What follows belongs to an exercise in optimizing a design on an open flow for small area, a short achievable clock period and few clock cycles per item; a production flow would make more cautious choices. The RTL was checked by simulation tests, not by an equivalence proof against the original design.

## flow/design.v (module list and top-level ports; edited modules follow where they fit)
// module circ: 4372 lines
// module fa: 6 lines
// module cellp: 8 lines
// module celln: 8 lines
// module xo: 5 lines
// module ha: 6 lines
module circ(clk, reset, pushin, Xin, Rin, pushout, Yout);
  // ...
==> flow/flow/run.sh <==
#!/bin/bash
# Own flow: the standard layout (standard.sh: unchanged synthesis and steps),
# except that the port buffers that ORFS's buffer_ports inserts on every input
# and output are sky130_fd_sc_hd__buf_2 cells, and clock tree synthesis gets
# explicit arguments. All of make's output goes to standard.log in the work
# folder; each ORFS step keeps its own log under orfs/logs/.
set -euo pipefail
export BUFFER_PORTS_ARGS="-buffer_cell sky130_fd_sc_hd__buf_2"
export CTS_ARGS="-sink_clustering_enable -repair_clock_nets -sink_clustering_size 30 -sink_clustering_max_diameter 100 -dont_use_dummy_load"
bash standard.sh finish > standard.log 2>&1
==> flow/standard.sh <==
#!/bin/bash
# synth_recipe.tcl (not shown) runs the flow's synth.tcl, then flattens the netlist and writes it again
# the make line also repeats each setting of config.mk as NAME=value (left out here)
make -C /OpenROAD-flow-scripts/flow DESIGN_CONFIG=/design/flow/config.mk WORK_HOME=/design/flow/orfs CLKGATE_MAP_FILE= SYNTH_SCRIPT=/design/flow/synth_recipe.tcl "${@:-finish}"
==> flow/config.mk <==
export PLATFORM = sky130hd
export DESIGN_NAME = circ
export DESIGN_NICKNAME = circ
export VERILOG_FILES = /design/flow/design.v
export SDC_FILE = /design/flow/constraint.sdc
export NUM_CORES = 4
export LEC_CHECK = 0
export ABC_AREA = 1
export CAP_MARGIN = 20
export CORE_MARGIN = 2
export CORE_UTILIZATION = 65
export CTS_CLUSTER_DIAMETER = 100
export CTS_CLUSTER_SIZE = 30
export SLEW_MARGIN = 20
export SYNTH_HIERARCHICAL = 1
export SYNTH_MINIMUM_KEEP_SIZE = 0
==> flow/constraint.sdc <==
create_clock -name core_clock -period 80.0 [get_ports {clk}]
set_input_delay 16.0000 -clock core_clock [delete_from_list [all_inputs] [get_ports {clk}]]
set_output_delay 16.0000 -clock core_clock [all_outputs]
set_load 0.01 [all_outputs]
==> run notes, run 1 <==
peak fanout along the critical path 1; Largest delay share family, worst path flip-flops; Fillers 4230; status finished clean; # rows 83; non-filler cells, final 4699; clk tree area frac 0.0106; Worst Hold Class reg2reg; area share of fa/ha/maj cells after synthesis 0.496; area added between synthesis and finish 3.92%; Yosys top cell area share 0.299; RR Startpoint QN12[7]; Crit. Startpoint v[4]; Slowest cell on crit path dfrtp_1; period utilization 0.212; final core occ 0.687; CTS Buf Count 15; crit-path max cell delay 0.36 ns; cells along the critical path buf_2; Skew-Pair Late Insertion Delay 0.54 ns; drt first pass iters 5; Antenna Nets Post-Route 0; skew final 0.0554 ns; WS Path Type reg2out; total gr overflow 0; wirelength, routed 89000 µm; GRT Total Usage 0.336; routed wl met2 44300 µm; seq_cells 224; nature of the critical path endpoint output port; setup TNS 0 ns; grt met2 use 0.609; n_taps 680; multi-input logic cell count 3302; dpl ws 63.54 ns; worst hold path startpoint DD12[6]; Synth Area in Compound Gates 0.0611; WP data required 64.00 ns; Bufs and invs on worst path 1; Buffers, non-clock 126; critical path endpoint pushout; vias per inst 5.94; met1 usage 0.390
Testbench counts, summed over its fixed seeds: cycles 160,040, items 160,000.
==> inputs of run 2 (changes only) <==
--- a/flow/design.v
+++ b/flow/design.v
@@ -1,18 +1,20 @@
 module circ(clk, reset, pushin, Xin, Rin, pushout, Yout);
   input clk, reset, pushin;
   input [23:0] Xin, Rin;
   output pushout;
   output [23:0] Yout;
-  reg [4:0] v;
+  reg [3:0] v;
+  reg vout;
   always @(posedge clk or posedge reset)
     if (reset) v <= 0;
-    else v <= {v[3:0], pushin};
-  assign pushout = v[4];
+    else v <= {v[2:0], pushin};
+  always @(posedge clk) vout <= v[3];
+  assign pushout = vout;
   reg [23:0] X, Rn;
   always @(posedge clk) begin X <= Xin; Rn <= ~Rin; end
   wire p1 = ~Rn[0];
   wire p2 = ~X[0];
   wire p3 = ~(Rn[0] | Rn[1]);
   wire p4 = ~(X[0] & X[1]);
   wire p5 = ~Rn[1];
   wire p6 = ~X[1];
==> run 2 against run 1 <==
  * Design area barely moved
  * Non-clock buffer count rose by 1
  * Critical path depth did not move
  * First-iteration DRC count fell by 13%
  * Critical endpoint is now Yout[18]
  * Hold slack got worse by 0.043 ns
==> run notes, run 2 <==
largest net degree at the start of global routing 41; largest family of logic cells by synthesized area adder cells; # hold bufs at CTS 0; total gr overflow 0 (unchanged); Via Count 27879; fin nets 5125; FMAX 58.9 MHz; vias per inst 5.92 (-0.25%); area share of fa/ha/maj cells after synthesis 0.495 (about the same); peak fanout along the critical path 1 (unchanged); drt wl/cell 18.8 µm; Final Setup Violations 0; post-synthesis register bit count 224; vias in the first global route 29436; Clock Sinks 224; nature of the critical path endpoint output port; WP data required 64.00 ns (about the same); XOR/XNOR Fraction of Synth Area 0.0422; postcts setup bufs 0; Max Cap Viol 0; register area 4500 µm²; Initial Utilization 0.660; initial antenna violation count 1; Final Slew Violations 0; Synth area leader fa_1; Post-Syn Area 34100 µm²; Synth Area in Compound Gates 0.0596 (-0.00145); Top reg by flops DD5; Fillers 4169 (-1.4%); drt first pass iters 6 (+1); grt met2 use 0.602 (-0.00735); post-synthesis mux area share 0.00118; Post-synth EDFFs 0; GRT Total Usage 0.334 (-0.00286); Yosys cell types 53; Worst-path clk slew 0.10 ns; worst r2r path cells 63; Root Buffer clkbuf_16; slew margin rel. 0.408; Largest delay share family, worst path flip-flops; Die Height 233 µm; CTS tree done; gp weighted congestion 0.913; Worst Path Arrival 0.97 ns; first-pass GRT wire length 143000 µm; WHS Path Cells 0; dpl ws 63.59 ns (+0.0458 ns); Antenna Nets Post-Route 0 (unchanged); commonest non-fill, non-tap cell in the layout nand2_1; wirelength, routed 88500 µm (-0.60%); Max clock buf depth 3; crit-path max cell delay 0.32 ns (-0.04 ns); Skew-Pair Late Insertion Delay 0.54 ns (about the same); Post-Syn Area per Cell 8.46 µm²; Commonest cells post-synth nand2_1 (1020), ha_1 (536), fa_1 (508), nor2_1 (485), inv_1 (337); Worst-Margin Slew 0.885 ns; RSZ-0062 raised after global routing no; most frequent cells in the layout nand2_1 (1020), ha_1 (536), fa_1 (508); Synth async-reset ratio 0.0179; cells after synthesis 4028; skew final 0.0664 ns (+0.0110 ns); share of cells above drive strength 1 0.0571; area added between synthesis and finish 3.93% (about the same); Worst Hold Class reg2reg; final worst setup slack 63.03 ns; Die X 233 µm; Syn. warnings 7; status finished clean; I/O pins 76; Die Area 54300 µm²; Slowest cell on crit path dfxtp_1; H-tree Lvls 1; cells along the critical path buf_2; Placeable Area 51600 µm²; period utilization 0.212 (-0.000275); Tmin final 16.97 ns; Final Hold Viols 0; Ant. Diodes 0; setup TNS 0 ns (unchanged); GR peak layer met2; Post-DP HPWL 66900 µm; max FFs per register 36; Synth area leaders fa_1 (30%), ha_1 (20%), dfxtp_1 (13%); WS Path Type reg2out; post-synthesis sequential area ratio 0.132; top_reg_cell synth dfxtp_1; DRT iter0 DRCs 1552; Yosys top cell area share 0.298 (about the same); PortBufs 75; met3 Track Usage GR 0.0491; crit start category flip-flop; critical path depth 1; # rows 83 (unchanged); Bufs and invs on worst path 1 (unchanged); CTS Buf Count 15 (unchanged); top-count cell post-synth nand2_1; met1 usage 0.382 (-0.00840); fraction of the mapped netlist area in simple logic gates 0.211; Residual DRC 0; multi-input logic area 27600 µm²; CTS-repair resized insts 0
-- run 2: changes by cell type in the layout (fill, tap and decap cells not counted), moves of 3 or more --
cell	previous run	this run
nand3_2	14	11
nand2_2	18	10
o21ai_0	91	75
xor2_1	93	85
inv_1	342	337
inv_2	8	16
nand3_1	159	163
nand2_1	998	1020
o21ai_1	11	19
xnor2_1	72	79
-- run 2: final timing paths --
check	start	slack, ns	endpoint
worst max-delay path	Y[18]	63.03	Yout[18]
worst min-delay path	DD5[0]	0.29	DD12[0]
worst max register to register	QN12[7]	64.77	RR18[11]
worst min register to register	DD5[0]	0.29	DD12[0]
max in group asynchronous	reset	64.51	v[0]
min in group asynchronous	reset	15.33	v[1]
-- run 2: kinds of logic (layout without fill, tap and decap cells) --
family	after synthesis	after routing
buffers and inverters	497	495
XOR/XNOR	164	164
adder cells (fa/ha/maj)	1044	1044
flip-flops	224	224
AND/OR/NAND/NOR	1756	1756
other	1	3
AO/OA/AOI/OAI	338	338
multiplexers	4	4
-- run 2: metal layers --
| layer | vias up | routed length, µm |
|---|---|---|
| met5 | - | 14 |
| met4 | 2 | 4840 |
| met3 | 345 | 6380 |
| met2 | 1165 | 43900 |
| met1 | 13525 | 33300 |
| li1 | 12842 | - |
-- run 2: stage by stage --
stage                util  std cells  cell area, µm²  hold slack [ns]
floorplan               -       4030           34100            0.310
global placement    0.679       4693           35000            0.310
detailed placement  0.679       4693           35000            0.313
CTS                 0.686       4708           35400            0.297
global route        0.686       4708           35400            0.295
finish              0.686       4708           35400            0.290
-- run 2: area by class of cell --
cell class / count / area share
tap: 680 / 0.0240
timing repair buffer: 127 / 0.0216
sequential: 224 / 0.127
multi-input combinational: 3309 / 0.779
clock buffer: 15 / 0.0106
inverter: 353 / 0.0374
-- run 2: Yosys stat by module (local to each module, per instance) --
module,cells inside,flops+latches,copies in the design
fa,1,0,508
circ,3172,224,1
ha,1,0,348
Testbench counts of run 2, summed over its fixed seeds: cycles 160,040, items 160,000.

-- what the ideal ports hide --
How much do the figures lean on ideal ports? The routed layouts below were timed once more, with nothing changed but the port constraints.
Step 1, drivers: a clkbuf_16 drives clk and a buf_2 each remaining input, both assumed.
Step 2 also shifts input and output timing later by t, the mid clock arrival at the registers, as if the neighbouring blocks saw the same clock.
Three values: no drivers, after step 1, after step 2; two values: the first two.
run | t, ns | setup slack, ns | slew at the worst register clock pin (ns)
run 1 | 0.569 | 63.007 / 62.946 / 63.515 | 0.10 / 0.10
run 2 | 0.564 | 63.029 / 62.971 / 63.535 | 0.11 / 0.11
After both steps every run listed still meets setup and hold.
